Context: an optimization exercise on an open-source flow, tuned for small area, a short achievable clock period and few clock cycles per item. The choices shown serve that exercise and are no tape-out recipe.
Only simulation tests tie the RTL to the original design; equivalence was not proved.
Power and IR drop assume default switching activity.

## ecsm_processor
module ecsm_processor(clk, rst, en_ecsm, done_ecsm, addr, doutb, dina, wea);
==> flow/config.mk <==
export PLATFORM = sky130hd
export DESIGN_NAME = ecsm_processor
export DESIGN_NICKNAME = ecsm_processor
export VERILOG_FILES = /design/flow/design.v
export SDC_FILE = /design/flow/constraint.sdc
export NUM_CORES = 4
export LEC_CHECK = 0
export ABC_AREA = 1
export CAP_MARGIN = 20
export CORE_MARGIN = 2
export CORE_UTILIZATION = 40
export SETUP_SLACK_MARGIN = 5
export SLEW_MARGIN = 20
==> flow/constraint.sdc <==
create_clock -name core_clock -period 10.0 [get_ports {clk}]
set_input_delay 2.0000 -clock core_clock [delete_from_list [all_inputs] [get_ports {clk}]]
set_output_delay 2.0000 -clock core_clock [all_outputs]
set_load 0.01 [all_outputs]
standard.sh (not shown) runs the stock make flow with config.mk's settings and CLKGATE_MAP_FILE= SYNTH_SCRIPT=/design/flow/synth_recipe.tcl, a recipe that flattens the netlist after the stock synthesis.
==> flow/flow/run.sh <==
#!/bin/bash
set -euo pipefail
sed 's/SETUP_SLACK_MARGIN=5/SETUP_SLACK_MARGIN=6/' standard.sh > standard_m6.sh
grep -q 'SETUP_SLACK_MARGIN=6' standard_m6.sh
bash standard_m6.sh > standard.log 2>&1
Testbench counts at the start, summed over its fixed seeds: cycles 8,836,244, items 12.
==> next run, changes <==
==> flow/run.sh (new file) <==
#!/bin/bash
# synth_recipe.tcl (not shown) runs the flow's synth.tcl, then flattens the netlist and writes it again
# the make line also repeats each setting of config.mk as NAME=value (left out here)
make -C /OpenROAD-flow-scripts/flow DESIGN_CONFIG=/design/flow/config.mk WORK_HOME=/design/flow/orfs CLKGATE_MAP_FILE= SYNTH_SCRIPT=/design/flow/synth_recipe.tcl finish
removed: flow/flow/run.sh
removed: flow/standard.sh
Result: Non-clock buffer count is lower by 86. Via count is lower by 2.3%. Worst setup slack gets worse by 0.25 ns. Core utilization is lower by 2.7 points. Cell count is lower by 1.4%.

========
## v31
ecsm_processor, a different RTL version from the one above (not shown whole).
Size: about 5,100 cells after synthesis, about 420 flip-flops.
==> flow/design.v (excerpt) <==
module ecsm_processor(clk, rst, en_ecsm, done_ecsm, addr, doutb, dina, wea);
input clk, rst;
input en_ecsm;
output done_ecsm;
output [7:0] addr;
input [15:0] doutb;
output [15:0] dina;
output wea;
wire [6:0] prog_addr;
wire [2:0] inst;
wire [3:0] addr_opa, addr_opb, addr_res, addr_opc;
wire fuse;
wire [1:0] pvar;
wire en_primitive, done_primitive;
wire done_k, k_even;
wire [1:0] k_bits, k_end;
wire [5:0] state_SC;
wire proc_rst = done_ecsm;	 
ecsm_fsm i_ecsm_fsm(.clk(clk), .rst(rst), .en_ecsm(en_ecsm), .en_primitive(en_primitive),
                    .done_primitive(done_primitive), .done_ecsm(done_ecsm), .k_even(k_even),
                    .done_k(done_k), .k_bits(k_bits), .k_end(k_end), .prog_addr(prog_addr), .pvar(pvar));
program_rom i_program_rom(.prog_addr(prog_addr), .inst(inst), .addr_opa(addr_opa),
                          .addr_opb(addr_opb), .addr_res(addr_res), .fuse(fuse), .addr_opc(addr_opc));
processor i_processor(clk, proc_rst, en_primitive, inst, addr_res, addr_opa, addr_opb, addr, doutb, dina, wea,
                      k_even, done_k, k_bits, k_end, done_primitive, state_SC, fuse, addr_opc, pvar);
endmodule
==> flow/config.mk <==
export PLATFORM = sky130hd
export DESIGN_NAME = ecsm_processor
export DESIGN_NICKNAME = ecsm_processor
export VERILOG_FILES = /design/flow/design.v
export SDC_FILE = /design/flow/constraint.sdc
export NUM_CORES = 4
export LEC_CHECK = 0
export ABC_AREA = 1
export CAP_MARGIN = 20
export CORE_MARGIN = 2
export CORE_UTILIZATION = 40
export CTS_BUF_LIST = sky130_fd_sc_hd__clkbuf_4 sky130_fd_sc_hd__clkbuf_8
export SETUP_SLACK_MARGIN = 5
export SLEW_MARGIN = 20
==> flow/constraint.sdc <==
create_clock -name core_clock -period 10.0 [get_ports {clk}]
set_input_delay 2.0000 -clock core_clock [delete_from_list [all_inputs] [get_ports {clk}]]
set_output_delay 2.0000 -clock core_clock [all_outputs]
set_load 0.01 [all_outputs]
==> flow/flow/run.sh <==
#!/bin/bash
set -euo pipefail
sed -e 's/SETUP_SLACK_MARGIN=5/SETUP_SLACK_MARGIN=6 BUFFER_PORTS_ARGS="-buffer_cell sky130_fd_sc_hd__buf_4"/' standard.sh > standard_mod.sh
grep -q 'SETUP_SLACK_MARGIN=6' standard_mod.sh
bash standard_mod.sh > standard.log 2>&1
v31 completed every stage of the flow, and the final layout passed the timing, DRC and antenna checks.
Testbench counts of v31, summed over its fixed seeds: cycles 8,085,985, items 12.
Input changes introduced in v16 (baseline for comparison: v31):
==> flow/flow/run.sh <==
#!/bin/bash
set -euo pipefail
sed -e 's/SETUP_SLACK_MARGIN=5/SETUP_SLACK_MARGIN=5 BUFFER_PORTS_ARGS="-buffer_cell sky130_fd_sc_hd__buf_4"/' standard.sh > standard_mod.sh
grep -q 'BUFFER_PORTS_ARGS' standard_mod.sh
bash standard_mod.sh > standard.log 2>&1
Notes after the runs:
- Multi-input gate count delta (v16 -> v31): insignificant
- ~same area after detailed placement in v16 and v31
- When v16 is measured against v31, its area used by multi-input combinational logic turns out 5.1% lower.
- Part of the cycle the worst path needs: v16 > v31
- From v31 to v16 the numbers moved as follows: worst-case setup margin in the final layout decreased by 0.31 ns relative to the old numbers; wire length of the first global-routing pass decreased by 3.0% relative to the old numbers; cell-internal power decreased by 1.8% relative to the old numbers.
- Going from v31 to v16, clock skew shrinks by 0.013 ns.
Changes in v34 relative to v16:
- CTS_BUF_LIST: sky130_fd_sc_hd__clkbuf_4 sky130_fd_sc_hd__clkbuf_8 -> unset
==> flow/flow/run.sh <==
#!/bin/bash
set -euo pipefail
sed -e 's/SETUP_SLACK_MARGIN=5/SETUP_SLACK_MARGIN=6 BUFFER_PORTS_ARGS="-buffer_cell sky130_fd_sc_hd__buf_4"/' standard.sh > standard_mod.sh
grep -q 'SETUP_SLACK_MARGIN=6' standard_mod.sh
bash standard_mod.sh > standard.log 2>&1
[summary]
Net switching share of the total power: v16 vs v34, no meaningful difference
Compared with v16, v34 shows a higher first-pass GRT wire length.
Compared with v16, v34 improves post-layout worst setup margin.
Compared with v16, in v34 async set-or-reset flop fraction in the synthesized netlist neither gained nor lost much, final standard cell utilization of the core picked up an extra 2.8 points, depth of the worst register-to-register path picked up an extra 6.5%, clock network fraction of design power picked up an extra 0.8 points.
#### Input delta (v38 over v34)
==> flow/flow/run.sh <==
#!/bin/bash
set -euo pipefail
sed -e 's/SETUP_SLACK_MARGIN=5/SETUP_SLACK_MARGIN=5 BUFFER_PORTS_ARGS="-buffer_cell sky130_fd_sc_hd__buf_4"/' standard.sh > standard_mod.sh
grep -q 'BUFFER_PORTS_ARGS' standard_mod.sh
bash standard_mod.sh > standard.log 2>&1
## What came out
Delta (v38 minus v34): minimum clock period after layout went up by 0.24 ns, period utilization increased 2.4 points, final worst slack saw a decrease, switching share of power held steady, fraction of area in multi-input gates increased 0.52 points.

========
Another version of the RTL of ecsm_processor (not shown whole).
Size in the first run: about 5200 cells after synthesis, about 0.034 mm^2 of cells after synthesis.
make LEC_CHECK=0 ABC_AREA=1 CAP_MARGIN=20 CORE_MARGIN=2 CORE_UTILIZATION=40 SETUP_SLACK_MARGIN=5 SLEW_MARGIN=20 finish   # period 10.0 ns
run.sh (not shown) runs the stock make flow with config.mk's settings and CLKGATE_MAP_FILE= SYNTH_SCRIPT=/design/flow/synth_recipe.tcl, a recipe that flattens the netlist after the stock synthesis.
Stock flow here: none of the scripts above is used.
The starting point completed without violations.
Testbench counts at the start, summed over its fixed seeds: cycles 8,340,720, items 12.
Change:
==> flow/flow/run.sh (new file) <==
#!/bin/bash
set -euo pipefail
sed -e 's/SETUP_SLACK_MARGIN=5/SETUP_SLACK_MARGIN=6 BUFFER_PORTS_ARGS="-buffer_cell sky130_fd_sc_hd__buf_4"/' standard.sh > standard_mod.sh
grep -q 'SETUP_SLACK_MARGIN=6' standard_mod.sh
bash standard_mod.sh > standard.log 2>&1
==> flow/standard.sh (new file) <==
#!/bin/bash
# synth_recipe.tcl (not shown) runs the flow's synth.tcl, then flattens the netlist and writes it again
# the make line also repeats each setting of config.mk as NAME=value (left out here)
make -C /OpenROAD-flow-scripts/flow DESIGN_CONFIG=/design/flow/config.mk WORK_HOME=/design/flow/orfs CLKGATE_MAP_FILE= SYNTH_SCRIPT=/design/flow/synth_recipe.tcl "${@:-finish}"
removed: flow/run.sh
The changed run completed with no timing, DRC or antenna violations.
Die area does not change.
Via count is higher by 1.2%.
Power hardly moves.
Non-clock buffer count came out higher by 100.

========
before:
ecsm_processor, a different RTL version from the one above (not shown whole).
For scale: about 420 flip-flops, roughly 45 I/O pins, about 0.035 sq mm of cells after synthesis.
==> flow/design.v (excerpt) <==
module ecsm_processor(clk, rst, en_ecsm, done_ecsm, addr, doutb, dina, wea);
input clk, rst;
input en_ecsm;
output done_ecsm;
output [7:0] addr;
input [15:0] doutb;
output [15:0] dina;
output wea;
wire [6:0] prog_addr;
wire [2:0] inst;
wire [3:0] addr_opa, addr_opb, addr_res, addr_opc;
wire fuse;
wire [1:0] pvar;
wire en_primitive, done_primitive;
wire done_k, k_even;
wire [1:0] k_bits, k_end;
wire [5:0] state_SC;
wire proc_rst = done_ecsm;	 
ecsm_fsm i_ecsm_fsm(.clk(clk), .rst(rst), .en_ecsm(en_ecsm), .en_primitive(en_primitive),
                    .done_primitive(done_primitive), .done_ecsm(done_ecsm), .k_even(k_even),
                    .done_k(done_k), .k_bits(k_bits), .k_end(k_end), .prog_addr(prog_addr), .pvar(pvar));
program_rom i_program_rom(.prog_addr(prog_addr), .inst(inst), .addr_opa(addr_opa),
                          .addr_opb(addr_opb), .addr_res(addr_res), .fuse(fuse), .addr_opc(addr_opc));
processor i_processor(clk, proc_rst, en_primitive, inst, addr_res, addr_opa, addr_opb, addr, doutb, dina, wea,
                      k_even, done_k, k_bits, k_end, done_primitive, state_SC, fuse, addr_opc, pvar);
endmodule
Settings: LEC_CHECK=0, ABC_AREA=1, CAP_MARGIN=20, CORE_MARGIN=2, CORE_UTILIZATION=40, CTS_BUF_LIST=sky130_fd_sc_hd__clkbuf_4 sky130_fd_sc_hd__clkbuf_8, SETUP_SLACK_MARGIN=5, SLEW_MARGIN=20; clock period 10.0 ns.
standard.sh (not shown) runs the stock make flow with config.mk's settings and CLKGATE_MAP_FILE= SYNTH_SCRIPT=/design/flow/synth_recipe.tcl, a recipe that flattens the netlist after the stock synthesis.
==> flow/flow/run.sh <==
#!/bin/bash
set -euo pipefail
sed -e 's/SETUP_SLACK_MARGIN=5/SETUP_SLACK_MARGIN=7 BUFFER_PORTS_ARGS="-buffer_cell sky130_fd_sc_hd__buf_4"/' standard.sh > standard_mod.sh
grep -q 'SETUP_SLACK_MARGIN=7' standard_mod.sh
bash standard_mod.sh > standard.log 2>&1
Testbench counts of before, summed over its fixed seeds: cycles 8,085,985, items 12.
Input changes introduced in after (baseline for comparison: before):
==> flow/flow/run.sh <==
#!/bin/bash
set -euo pipefail
sed -e 's/SETUP_SLACK_MARGIN=5/SETUP_SLACK_MARGIN=6 BUFFER_PORTS_ARGS="-buffer_cell sky130_fd_sc_hd__buf_4"/' standard.sh > standard_mod.sh
grep -q 'SETUP_SLACK_MARGIN=6' standard_mod.sh
bash standard_mod.sh > standard.log 2>&1
==> comparison <==
before finished all stages; the layout is clean.
after: no failed stages, no open violations at the end
Compared with before, after shows clock-buffer cell count that has gone down slightly.
From after to before, die area did not move at all.
after -> before: placeable core area delta 0, exact match
[compare] base=before new=after: final design utilization fell by 9.0 points; setup fix buffers added after clock tree synthesis shrank by about 80%.
Diff before -> after: aggregate routed wire length -19,000 um; maximum frequency from static timing analysis +4.9%.
Reported for after and before, synthesized-area fraction occupied by and/or/nand/nor cells turned out identical to the last digit.

-- what the ideal ports hide --
The flow's constraints put no driver on any port. The routed layouts listed below were extracted and timed again, unchanged, in two steps.
Step 1, drivers: a clkbuf_16 drives clk and a buf_2 each remaining input, both assumed.
Step 2 times the ports against the registers' clock, not the clock port: input delays grow and output delays shrink by t, the midpoint of the rising clock arrivals with the driver on.
a / b / c = no drivers / after step 1 / after step 2; a / b = the first two.
run	t, ns	slack for setup (ns)	cell pins on the clock port's net
the first run of note 1	0.703	5.536 / 5.536 / 5.469	1
the second run of note 1	0.665	5.288 / 5.288 / 4.805	1
v31	0.741	5.711 / 5.711 / 5.354	1
v16	0.728	5.405 / 5.405 / 5.060	1
v34	0.699	5.618 / 5.618 / 5.412	1
v38	0.695	5.375 / 5.375 / 5.039	1
the first run of note 3	0.694	5.170 / 5.170 / 4.686	1
the second run of note 3	0.686	5.752 / 5.752 / 5.439	1
before	0.772	5.682 / 5.682 / 5.553	1
after	0.779	5.884 / 5.884 / 5.334	1
After both steps setup and hold are still met in every run listed. For after, which loses most, drivers alone change the setup slack by 0.000 ns; drivers and shift together by -0.550 ns.
